From an optimization exercise on the open Yosys and OpenROAD flow, aimed at small area, a short achievable clock period and few clock cycles; shortcuts taken in it are not production practice.
In this exercise RTL edits were held to simulation tests only and were not proved equivalent to the original.
Power is estimated from default activity; no workload was simulated.

$ cat flow/config.mk
export PLATFORM = sky130hd
export DESIGN_NAME = cpu
export DESIGN_NICKNAME = cpu
export VERILOG_FILES = /design/flow/design.v
export SDC_FILE = /design/flow/constraint.sdc
export NUM_CORES = 4
export LEC_CHECK = 0
export CAP_MARGIN = 20
export CORE_MARGIN = 2
export CORE_UTILIZATION = 40
export SLEW_MARGIN = 20
$ cat flow/constraint.sdc
create_clock -name core_clock -period 10.0 [get_ports {clk}]
set_input_delay 2.0000 -clock core_clock [delete_from_list [all_inputs] [get_ports {clk}]]
set_output_delay 2.0000 -clock core_clock [all_outputs]
set_load 0.01 [all_outputs]
$ cat flow/design.v
module cpu(clk, reset, in, out, mem_addr, mem_cmd, halt);
  input clk, reset;
  input [15:0] in;
  output [15:0] out;
  output [8:0] mem_addr;
  output [1:0] mem_cmd;
  output halt;
  reg [15:0] R0, R1, R2, R3, R4, R5, R6, R7;
  reg [12:0] ir;        
  reg        ir_v;      
  reg [8:0]  pce;       
  reg [8:0]  mar;       
  reg        hz;        
  reg        infl;      
  reg [8:0]  pcf;       
  reg        go;        
  reg        ldwb;      
  reg [2:0]  ld_rd;
  reg        halted;
  reg        fn, fv, fz;
  reg c_mov, c_movi, c_alu, c_cmp, c_ldr, c_str, c_b, c_bl, c_bx, c_hlt;
  reg c_wr;             
  reg [2:0] wa_r;
  reg [2:0] rbs;        
  function [15:0] rsel(input [2:0] s, input [15:0] a0, a1, a2, a3, a4, a5, a6, a7);
    case (s)
      3'd0: rsel = a0; 3'd1: rsel = a1; 3'd2: rsel = a2; 3'd3: rsel = a3;
      3'd4: rsel = a4; 3'd5: rsel = a5; 3'd6: rsel = a6; default: rsel = a7;
    endcase
  endfunction
  function [15:0] ksadd(input [15:0] a, input [15:0] b, input ci);
    reg [15:0] g, p, t;
    integer i, d;
    begin
      g = a & b; p = a ^ b; t = p;
      g[0] = g[0] | (p[0] & ci);
      for (d = 1; d < 16; d = d * 2)
        for (i = 15; i >= d; i = i - 1) begin
          g[i] = g[i] | (p[i] & g[i-d]);
          p[i] = p[i] & p[i-d];
        end
      ksadd = t ^ {g[14:0], ci};
    end
  endfunction
  wire exec = go & ir_v & ~ldwb & ~halted;
  wire hzst = exec & hz;                        
  wire run  = exec & ~hz;                       
  wire [15:0] ra = rsel(ir[10:8], R0, R1, R2, R3, R4, R5, R6, R7);
  wire [15:0] rb = rsel(rbs, R0, R1, R2, R3, R4, R5, R6, R7);
  reg [15:0] sb;
  always @* begin
    case (ir[4:3])
      2'b00: sb = rb;
      2'b01: sb = {rb[14:0], 1'b0};
      2'b10: sb = {1'b0, rb[15:1]};
      default: sb = {rb[15], rb[15:1]};
    endcase
  end
  wire        sub = ir[11];
  wire [15:0] sum = ksadd(ra, sub ? ~sb : sb, sub);
  reg  [15:0] res;
  always @* begin
    if (c_mov) res = sb;
    else case (ir[12:11])
      2'b10: res = ra & sb;
      2'b11: res = ~sb;
      default: res = sum;
    endcase
  end
  reg take;
  always @* begin
    case (ir[10:8])
      3'b000: take = 1'b1;
      3'b001: take = fz;
      3'b010: take = ~fz;
      3'b011: take = fn ^ fv;
      3'b100: take = (fn ^ fv) | fz;
      default: take = 1'b0;
    endcase
  end
  wire redirect = run & ((c_b & take) | c_bl | c_bx);
  wire dmem  = run & (c_ldr | c_str);
  wire fetch = go & ~halted & ~dmem & ~(run & c_hlt);
  assign mem_addr = (dmem | redirect) ? mar : (hzst ? pce : pcf);
  assign mem_cmd  = {fetch | (dmem & c_ldr), dmem & c_str};
  assign out      = rb;
  assign halt     = halted | (run & c_hlt);
  wire sthit = run & c_str & infl & (mar == pce);
  wire        we = ldwb ? go : (run & c_wr & ~c_ldr);
  wire [2:0]  wa = ldwb ? ld_rd : wa_r;
  reg  [15:0] wd;
  always @* begin
    if (ldwb) wd = in;
    else if (c_movi) wd = {{8{ir[7]}}, ir[7:0]};
    else if (c_bl) wd = {8'b0, pce[7:0]};
    else wd = res;
  end
  always @(posedge clk) begin
    if (we & (wa == 3'd0)) R0 <= wd;
    if (we & (wa == 3'd1)) R1 <= wd;
    if (we & (wa == 3'd2)) R2 <= wd;
    if (we & (wa == 3'd3)) R3 <= wd;
    if (we & (wa == 3'd4)) R4 <= wd;
    if (we & (wa == 3'd5)) R5 <= wd;
    if (we & (wa == 3'd6)) R6 <= wd;
    if (we & (wa == 3'd7)) R7 <= wd;
  end
  wire [2:0] iop  = in[15:13];
  wire       d_mov = iop == 3'b110;
  wire       d_alu = iop == 3'b101;
  wire       d_ldr = iop == 3'b011;
  wire       d_str = iop == 3'b100;
  wire       d_b   = iop == 3'b001;
  wire       d_bl  = (iop == 3'b010) & in[12];
  wire       d_bx  = (iop == 3'b010) & ~in[12];
  wire       d_jmp = d_b | d_bl;
  wire [2:0] d_rs  = in[10:8] | (in[7:5] & {3{~in[15] & in[14] & ~in[13]}});
  wire [15:0] d_rv = rsel(d_rs, R0, R1, R2, R3, R4, R5, R6, R7);
  wire [8:0] d_mar = d_jmp ? pcf + {in[7], in[7:0]} : d_rv[8:0] + {{4{in[4]}}, in[4:0]};
  wire       d_hz  = (d_ldr | d_str | d_bx) & exec & c_wr & (wa_r == d_rs);
  wire [8:0] e_mar = c_bx ? rb[8:0] : ra[8:0] + {{4{ir[4]}}, ir[4:0]};
  wire ir_ld = ~(ir_v & (ldwb | hzst));
  always @(posedge clk) begin
    if (reset) begin
      go <= 1'b0; ir_v <= 1'b0; infl <= 1'b0; ldwb <= 1'b0; halted <= 1'b0;
      pcf <= 9'd0;
    end else begin
      go <= 1'b1;
      if (go) begin
        infl <= fetch;
        if (fetch) pcf <= mem_addr + 9'd1;
        else if (sthit) pcf <= pce;
        if (ir_ld) ir_v <= infl & ~redirect & ~sthit;
        ldwb <= run & c_ldr;
        if (run & c_hlt) halted <= 1'b1;
      end
    end
  end
  always @(posedge clk) begin
    if (ir_ld) begin
      ir    <= in[12:0];
      pce   <= pcf;
      mar   <= d_mar;
      hz    <= d_hz;
      c_mov <= d_mov;
      c_movi <= d_mov & in[12];
      c_alu <= d_alu;
      c_cmp <= d_alu & (in[12:11] == 2'b01);
      c_ldr <= d_ldr;
      c_str <= d_str;
      c_b   <= d_b;
      c_bl  <= d_bl;
      c_bx  <= d_bx;
      c_hlt <= iop == 3'b111;
      c_wr  <= d_mov | (d_alu & (in[12:11] != 2'b01)) | d_ldr | d_bl;
      wa_r  <= d_bl ? 3'd7 : (d_mov & in[12]) ? in[10:8] : in[7:5];
      rbs   <= (d_str | (iop == 3'b010)) ? in[7:5] : in[2:0];
    end else if (hzst) begin
      mar <= e_mar;
      hz  <= 1'b0;
    end
    if (run & c_ldr) ld_rd <= wa_r;
    if (run & c_cmp) begin
      fn <= sum[15];
      fz <= (ra == sb);
      fv <= (ra[15] ^ sb[15]) & (sum[15] ^ ra[15]);
    end
  end
endmodule
$ cat flow/flow/run.sh
#!/bin/bash
set -euo pipefail
bash standard.sh SETUP_SLACK_MARGIN=6.5 finish > standard_flow.log 2>&1
$ cat flow/standard.sh
#!/bin/bash
# synth_recipe.tcl (not shown) runs the flow's synth.tcl, then flattens the netlist and writes it again
# the make line also repeats each setting of config.mk as NAME=value (left out here)
make -C /OpenROAD-flow-scripts/flow DESIGN_CONFIG=/design/flow/config.mk WORK_HOME=/design/flow/orfs CLKGATE_MAP_FILE= SYNTH_SCRIPT=/design/flow/synth_recipe.tcl "${@:-finish}"
==> impl_results.md, run 1 <==
* Number of CTS-inserted buffers at 17
* Hold Fails Final Rpt at 0
* Pin count of the biggest net entering global routing at 50
* Tightest Pin Transition at 972 ps
* Min setup slack post-route at 4940 ps
* Number of distinct library cells after synthesis at 87
* Via density at roughly 6.4
* Post-Route Utilization at approximately 57%
* Clk root buf: clkbuf_16
* Overall power after layout at around 2.9 mW
* Overall global routing resource usage at 30.3%
* Most frequent CP cell: a21oi_2
* Cell types occupying the most area after synthesis: edfxtp_1 (41%), ha_1 (5.2%), nand2_1 (3.8%)
* Warnings from Yosys at 1
* Most common library cell in the layout ignoring fill and taps: edfxtp_1
* Largest stage delay, worst path at 520 ps
* Worst vdd rail ir drop at 0.131 mV
* Number of top-level design ports at 46
* Via count at 12800
* Final non-filler cell total at about 2000
* Number of input and output port buffers inserted at 45
* Final number of max-transition violations at 0
* Maximum achievable frequency at 198 MHz
* Number of remaining DRC errors at 0
* Wirelength per Cell at approximately 26 um
* Period minus WS final at 5060 ps
* Dpl cell area at about 14000 um^2
* Final worst hold slack at between 500 and 600 ps
* Worst slew slack as a fraction of its limit at 35.1%
* Global-route wire length before repair at 76.2 mm
* Clock insertion delay at the later pin of the skew report at 460 ps
* Share of post-route cells with drive strength above 1 at 39.0%
* Setup crit start kind: input port
* Area share of the leading cell type in the synthesized netlist at approximately 40%
* CP max stage cell: nor3b_4
* Setup TNS after final layout at 0 ps
* Post-Place Setup Slack at approximately 3600 ps
* Post-synthesis instance total at 1304
* Number of buffer and inverter instances along the worst setup path at 2
* Number of global-route vias before repair at 12100
* CORE AREA at between 30000 and 40000 um^2
* Worst-case clock skew at 12.3 ps
* Final setup violation count at 0
* Kind of path behind the tightest hold check: reg -> reg
* Post-Syn Nets at 1381
* Cell type with the largest total area after synthesis: edfxtp_1
* Crit path arrival time at about 5300 ps
* Sequential group share of total power at roughly a third
* Most frequent cells in the layout: edfxtp_1 (182), buf_4 (141), nand2_1 (117)
* Longest Clk Path Bufs at 2
* Total number of clock tree sinks at roughly 200
* Share of the yosys chip area belonging to registers at 43.3%
* CP Capture Type: flop
* CTS clock-pin slew for the worst setup and hold paths at approximately 70 ps
* Required time at the endpoint of the critical path at 10190 ps
* Number of max-capacitance violations reported at 0
* Run status: complete, no violations
* Final instance area at 18700 um^2
* # H-tree levels at 4
* NumNets Final at 1634
* LEAKAGE at 7.20 nW
* Final cycle utilization of the critical path at 50.6%
* Commonest register cell after synthesis: edfxtp_1
* Number of design-rule violations left by the first detailed-router iteration at 1613
* Antenna violations before repair at 1
* Number of inserted diodes at 0
* Worst path top cell family by delay: compound AO/OA/AOI/OAI gates
* Worst Path Class, Setup: in -> reg
* GPL Wtd Cong at 0.935
* First-pass DRT Iterations at 7
* Internal power summed over all cells at 1.86 mW
* Post-synth EDFFs at about 180
* # placed instances at around 1700
* Clock network fraction of design power at 24.8%
* Share of total power consumed by net switching at 34.7%
* List of cells traversed by the critical path: buf_12, nor3b_4, a21oi_4, nand2_2, a21oi_2, a31oi_1, nor2_1, o32a_1, ha_4, fa_2, a21oi_2, nor2_1, nor2_2, o21bai_1, a21oi_2, buf_4, xor2_1, nand2_1, o21ai_1, a21oi_1
* Remaining global-route overflow at 0
* PwrDens at approximately 150 nW/um^2
* Setup repair after global routing missed its margin: true
* Fraction of registers with async set/reset at 0%
* Area grow syn2layout at 41.3%
* Post-route ant nets at 0
* Filler cells at 2609
* Final HPWL DP at approximately 31 mm
* Total number of placement rows at 66
* Netlist area before placement at 13300 um^2
* Die outline width at between 150 and 200 um
* Syn_area_per_cell at between 10 and 15 um^2
* Crit-path max FO at 6
* Die boundary height at 186 um
* Net load switching power at between 0.9 and 1 mW
* Part of the total power dissipated in combinational logic at 40.1%
* Initial Utilization at 40.7%
* Die Footprint at 34600 um^2
* CTS tree: done
* Routed Wire Length at 53.1 mm
* Yosys reg bits at slightly below 200
kinds of logic after synthesis:
group | synth area share [%]
adder cells (fa/ha/maj) | 5.79
buffers and inverters | 3.76
AND/OR/NAND/NOR | 12.8
XOR/XNOR | 4.61
flip-flops | 43.3
multiplexers | 9.09
AO/OA/AOI/OAI | 20.6
Yosys cell counts, types with 11 or more instances:
cell,instances
mux2i_1,47
nor2b_1,17
o22a_1,11
o21ai_0,65
and3_1,11
o211ai_1,18
a211oi_1,29
a21o_1,14
inv_1,42
xnor2_1,48
a31oi_1,22
a22oi_1,13
buf_2,15
nor2_1,110
mux4_2,16
mux2_2,29
dfxtp_1,14
xor2_1,20
clkbuf_1,44
nor3_1,16
edfxtp_1,182
a21oi_1,100
o21ai_1,12
nand3_1,22
ha_1,55
nand2_1,136
final cells by class:
cell class                      count  area, um^2  share of cell area (%)
Multi-Input combinational cell    992        8420                    44.9
Timing Repair Buffer              305        3230                    17.2
Tap cell                          442         553                    2.95
Clock inverter                     14         166                   0.888
Clock buffer                       18         429                    2.29
Sequential cell                   196        5760                    30.7
Inverter                           45         185                   0.988
worst reg2reg max path: stages (launching register included):
cell and delay [ps]:
edfxtp_1 460, buf_12 190, buf_12 140, nor2_4 230
buf_4 200, a221oi_2 60, a31oi_1 150, o22a_2 270
buf_4 160, inv_1 60, o21ai_0 270, o21ai_2 160
xnor2_1 190, ha_2 330, a21o_1 220, a21oi_2 180
o21ai_2 80, a311o_1 300, a21o_1 180, a21oi_2 130
xor2_1 180, a211oi_2 110, a2bb2oi_4 190, buf_12 160
registers in the layout, indices dropped and copies added, names as in the netlist, 13 cells and up:
| signal | count |
|---|---|
| R7 | 16 |
| R1 | 16 |
| R3 | 16 |
| R5 | 16 |
| R4 | 16 |
| R2 | 16 |
| R6 | 16 |
| R0 | 16 |
| ir | 13 |
what timing repair did:
| action | CTS | global route |
|---|---|---|
| setup buffers | 179 | 44 |
| hold buffers | 0 | 0 |
| gates cloned | 17 | 0 |
| endpoints found under the setup margin | 185 | 169 |
| resized for setup | 382 | 125 |
| pin swaps | 76 | 115 |
metal layers:
| layer | track usage, % | vias to the layer above | part of all wire (%) |
|---|---|---|---|
| li1 | - | 5466 | - |
| met2 | 48.1 | 812 | 46 |
| met1 | 38.1 | 6289 | 38 |
| met4 | 13.1 | 0 | 4.8 |
| met3 | 9.25 | 212 | 11 |
| met5 | 0 | - | 0 |
power groups by stage:
stage          logic (mW)  registers [mW]  clock network [mW]
2_1_floorplan       0.525            1.00                   0
3_3_place_gp        0.724            1.02                   0
3_5_place_dp        0.729            1.02                   0
4_1_cts              1.01           0.999               0.708
5_1_grt              1.20            1.00               0.744
6_report             1.14            1.00               0.706
path summary, 6_finish.rpt:
kind	startpoint	to	slack, ps	depth (start not counted)
min reg2reg	pcf[3]	pce[3]	500	0
max reg2reg	rbs[2]	R7[14]	5140	23
max	in[15]	mar[6]	4940	20
min	pcf[3]	pce[3]	500	0
Testbench counts, summed over its fixed seeds: cycles 34,586.
==> run 2: changes to the inputs <==
==> flow/run.sh (new file) <==
#!/bin/bash
# synth_recipe.tcl (not shown) runs the flow's synth.tcl, then flattens the netlist and writes it again
# the make line also repeats each setting of config.mk as NAME=value (left out here)
make -C /OpenROAD-flow-scripts/flow DESIGN_CONFIG=/design/flow/config.mk WORK_HOME=/design/flow/orfs CLKGATE_MAP_FILE= SYNTH_SCRIPT=/design/flow/synth_recipe.tcl finish
--- a/flow/config.mk
+++ b/flow/config.mk
@@ -8,4 +8,5 @@
 export CAP_MARGIN = 20
 export CORE_MARGIN = 2
 export CORE_UTILIZATION = 40
+export SETUP_SLACK_MARGIN = 5
 export SLEW_MARGIN = 20
removed: flow/flow/run.sh
removed: flow/standard.sh
==> run 2 against run 1 <==
Net effect:
- still clean on timing, DRC and antenna
- sequential share of layout area grew 5.6 points
- power shrank 13%
- cell count shrank 8.2%
- combinational power shrank about 30%
- first-iteration DRC count shrank 0.50%
- critical endpoint is now mar[8]
==> impl_results.md, run 2 <==
* Die boundary height at 186 um (unchanged)
* Number of inserted diodes at 0 (unchanged)
* Kind of path behind the tightest hold check: reg -> reg (unchanged)
* Min setup slack post-route at 5000 ps (was 4940 ps)
* Crit path arrival time at 5180 ps (was 5250 ps)
* Post-route ant nets at 0 (unchanged)
* Antenna violations before repair at 1 (unchanged)
* Post-Route Utilization at 48.6% (was 57.5%)
* Yosys reg bits at 196 (unchanged)
* Overall global routing resource usage at 26.2% (was 30.3%)
* Final number of max-transition violations at 0 (unchanged)
* Dpl cell area at 14200 um^2 (was 14400 um^2)
* Startpoint of the worst-slack reg-to-reg timing path: rbs[0] (was rbs[2])
* CTS tree: done (unchanged)
* Total number of placement rows at 66 (unchanged)
* First-pass DRT Iterations at 7 (unchanged)
* Final HPWL DP at 30.6 mm (was 31.0 mm)
* Endpoint of the most critical register-to-register path: R7[14] (unchanged)
* Hold Fails Final Rpt at 0 (unchanged)
* Clk root buf: clkbuf_16 (unchanged)
* Setup slack on the worst flop-to-flop path at 5090 ps (was 5140 ps)
* NumNets Final at 1469 (was 1634)
* Number of input and output port buffers inserted at 45 (unchanged)
* Initial Utilization at 40.7% (unchanged)
* Most frequent cells in the layout: edfxtp_1 (182), nand2_1 (129), nor2_1 (99) (was edfxtp_1 (182), buf_4 (141), nand2_1 (117))
* Share of the yosys chip area belonging to registers at 43.3% (unchanged)
* Via count at 11500 (was 12800)
* # H-tree levels at 4 (unchanged)
* Required time at the endpoint of the critical path at 10180 ps (was 10190 ps)
* Number of CTS-inserted buffers at 17 (unchanged)
* Final instance area at 15800 um^2 (was 18700 um^2)
* Crit-path max FO at 4 (was 6)
* Run status: complete, no violations (unchanged)
* Number of design-rule violations left by the first detailed-router iteration at 1605 (was 1613)
* Worst setup path end: mar[8] (was mar[6])
* Commonest register cell after synthesis: edfxtp_1 (unchanged)
* Maximum achievable frequency at 200 MHz (was 198 MHz)
* Setup TNS after final layout at 0 ps (unchanged)
* Clock insertion delay at the later pin of the skew report at 460 ps (about the same)
* Number of top-level design ports at 46 (unchanged)
* Cell types occupying the most area after synthesis: edfxtp_1 (41%), ha_1 (5.2%), nand2_1 (3.8%) (unchanged)
* Post-Place Setup Slack at 3540 ps (was 3590 ps)
* Area grow syn2layout at 19.4% (was 41.3%)
* Area share of the leading cell type in the synthesized netlist at 41.2% (unchanged)
* Largest stage delay, worst path at 400 ps (was 520 ps)
* Top cells by instance count after synthesis: edfxtp_1 (182), nand2_1 (136), nor2_1 (110), a21oi_1 (100), o21ai_0 (65) (unchanged)
* Tightest Pin Transition at 952 ps (was 972 ps)
* Die Footprint at 34600 um^2 (unchanged)
* Fraction of registers with async set/reset at 0% (unchanged)
* Crit. Startpoint: in[14] (was in[15])
* Final worst hold slack at 500 ps (was 504 ps)
* Number of distinct library cells after synthesis at 87 (unchanged)
* Total number of clock tree sinks at 196 (unchanged)
* Routed Wire Length at 46.0 mm (was 53.1 mm)
* Final setup violation count at 0 (unchanged)
* Global-route wire length before repair at 66.2 mm (was 76.2 mm)
* Syn_area_per_cell at 10.2 um^2 (unchanged)
* Remaining global-route overflow at 0 (unchanged)
* Worst-case clock skew at 18.0 ps (was 12.3 ps)
* Pin count of the biggest net entering global routing at 58 (was 50)
* Worst slew slack as a fraction of its limit at 36.6% (was 35.1%)
* Worst vdd rail ir drop at 0.110 mV (was 0.131 mV)
* Number of remaining DRC errors at 0 (unchanged)
* Post-Syn Nets at 1381 (unchanged)
* Longest Clk Path Bufs at 2 (unchanged)
* Final non-filler cell total at 1847 (was 2012)
* Number of max-capacitance violations reported at 0 (unchanged)
* Worst Path Class, Setup: in -> reg (unchanged)
* Netlist area before placement at 13300 um^2 (unchanged)
* LEAKAGE at 5.88 nW (was 7.20 nW)
* Warnings from Yosys at 1 (unchanged)
* Wirelength per Cell at 24.9 um (was 26.4 um)
* Share of post-route cells with drive strength above 1 at 20.8% (was 39.0%)
* # placed instances at 1739 (was 1740)
* CTS clock-pin slew for the worst setup and hold paths at 80 ps (was 70 ps)
* Period minus WS final at 5000 ps (was 5060 ps)
* CP Capture Type: flop (unchanged)
* Most common library cell in the layout ignoring fill and taps: edfxtp_1 (unchanged)
* GPL Wtd Cong at 0.936 (was 0.935)
* Post-synthesis instance total at 1304 (unchanged)
* CORE AREA at 32600 um^2 (unchanged)
* Final cycle utilization of the critical path at 50.0% (was 50.6%)
* Cell type with the largest total area after synthesis: edfxtp_1 (unchanged)
* Worst Reg2Reg Path Length in Cells at 20 (was 23)
* Number of global-route vias before repair at 10400 (was 12100)
* Post-synth EDFFs at 182 (unchanged)
* Setup crit start kind: input port (unchanged)
* Setup repair after global routing missed its margin: true (unchanged)
* PwrDens at 156 nW/um^2 (was 152 nW/um^2)
* List of cells traversed by the critical path: buf_8, nor3b_4, buf_6, buf_6, a21o_4, nand2_2, a21oi_2, a31oi_1, nor2_1, o32a_1, ha_2, fa_2, a21oi_2, nor2_1, nor2_1, o21bai_1, a21oi_2, o21ai_2, xnor2_1, a21oi_1, o21bai_4 (was buf_12, nor3b_4, a21oi_4, nand2_2, a21oi_2, a31oi_1, nor2_1, o32a_1, ha_4, fa_2, a21oi_2, nor2_1, nor2_2, o21bai_1, a21oi_2, buf_4, xor2_1, nand2_1, o21ai_1, a21oi_1)
* Via density at 6.20 (was 6.35)
* Overall power after layout at 2.47 mW (was 2.85 mW)
* Die outline width at 186 um (unchanged)
* CP max stage cell: fa_2 (was nor3b_4)
* Most repeated cell in the gate-level netlist after synthesis: edfxtp_1 (unchanged)
-- run 2: cell counts after synthesis --
Identical to the previous run, type by type.
-- run 2: critical path, delay by kind of cell --
kind            cells  cell delay [ps]
simple gates        5              460
xor+xnor            1              160
buf+inv             3              370
fa+ha+maj           2              620
compound gates     10             1550
-- run 2: cell type report --
| class | count | area [um^2] |
|---|---|---|
| multi-input cells | 993 | 7510 |
| inverters | 45 | 176 |
| well taps | 442 | 553 |
| clock inverters | 14 | 146 |
| flip-flops and latches | 196 | 5750 |
| clock buffers | 18 | 429 |
| fillers | 2926 | 16800 |
| repair buffers | 139 | 1280 |
-- run 2: power by group --
part           internal (mW)  switching, mW  total, mW
Combinational          0.323          0.470      0.793
Sequential             0.969         0.0292      0.998
Clock                  0.332          0.351      0.683
-- run 2: timing repair --
action	4_1_cts	5_1_grt
resized for setup	76	58
endpoints found under the setup margin	82	69
buffers inserted	33	36
cloned	5	2
pin swaps	13	38
hold buffers	0	0
-- run 2: logic make-up after synthesis --
kind of cell,after synthesis,synth area share [%]
adders and majority gates,59,5.79
and+or+nand+nor,367,12.8
AOI/OAI and AO/OA,397,20.6
DFF,196,43.3
xor gates and xnor gates,69,4.61
muxes,96,9.09
buffers and inverters,120,3.76
-- run 2: worst min path at each step --
stage / start / depth (start not counted) / end
floorplan: pcf[3] / 0 / pce[3]
global placement: pcf[4] / 0 / pce[4]
detailed placement: pcf[4] / 0 / pce[4]
CTS: infl / 2 / infl
global route: pcf[4] / 0 / pce[4]
finish: infl / 2 / infl
-- run 2: per-layer routing --
layer	routed length [um]	GRT usage, %
met5	0	0
met3	4500	5.60
met4	1340	8.69
met2	21100	41.7
met1	19000	35.6

afterwards: timing with drivers on the ports:
The results above use ideal ports. As a check the final layouts listed here were re-extracted and re-timed, cells and wires unchanged.
Step 1: set_driving_cell puts a clkbuf_16 on clk and a buf_2 on each other input, an assumption about the parent block.
Step 2 also shifts input and output timing later by t, the mid clock arrival at the registers, as if the neighbouring blocks saw the same clock.
a / b / c = no drivers / after step 1 / after step 2; a / b = the first two.
run	t, ns	setup WS [ns]	hold WS [ns]	worst register clock-pin slew, ns
run 1	0.512	4.941 / 4.947 / 4.435	0.504 / 0.504 / 0.504	0.08 / 0.08
run 2	0.502	5.002 / 4.989 / 4.505	0.500 / 0.500 / 0.500	0.09 / 0.09
After both steps every run listed still meets setup and hold. For run 1, which loses most, drivers alone change the setup slack by +0.006 ns; drivers and shift together by -0.506 ns.
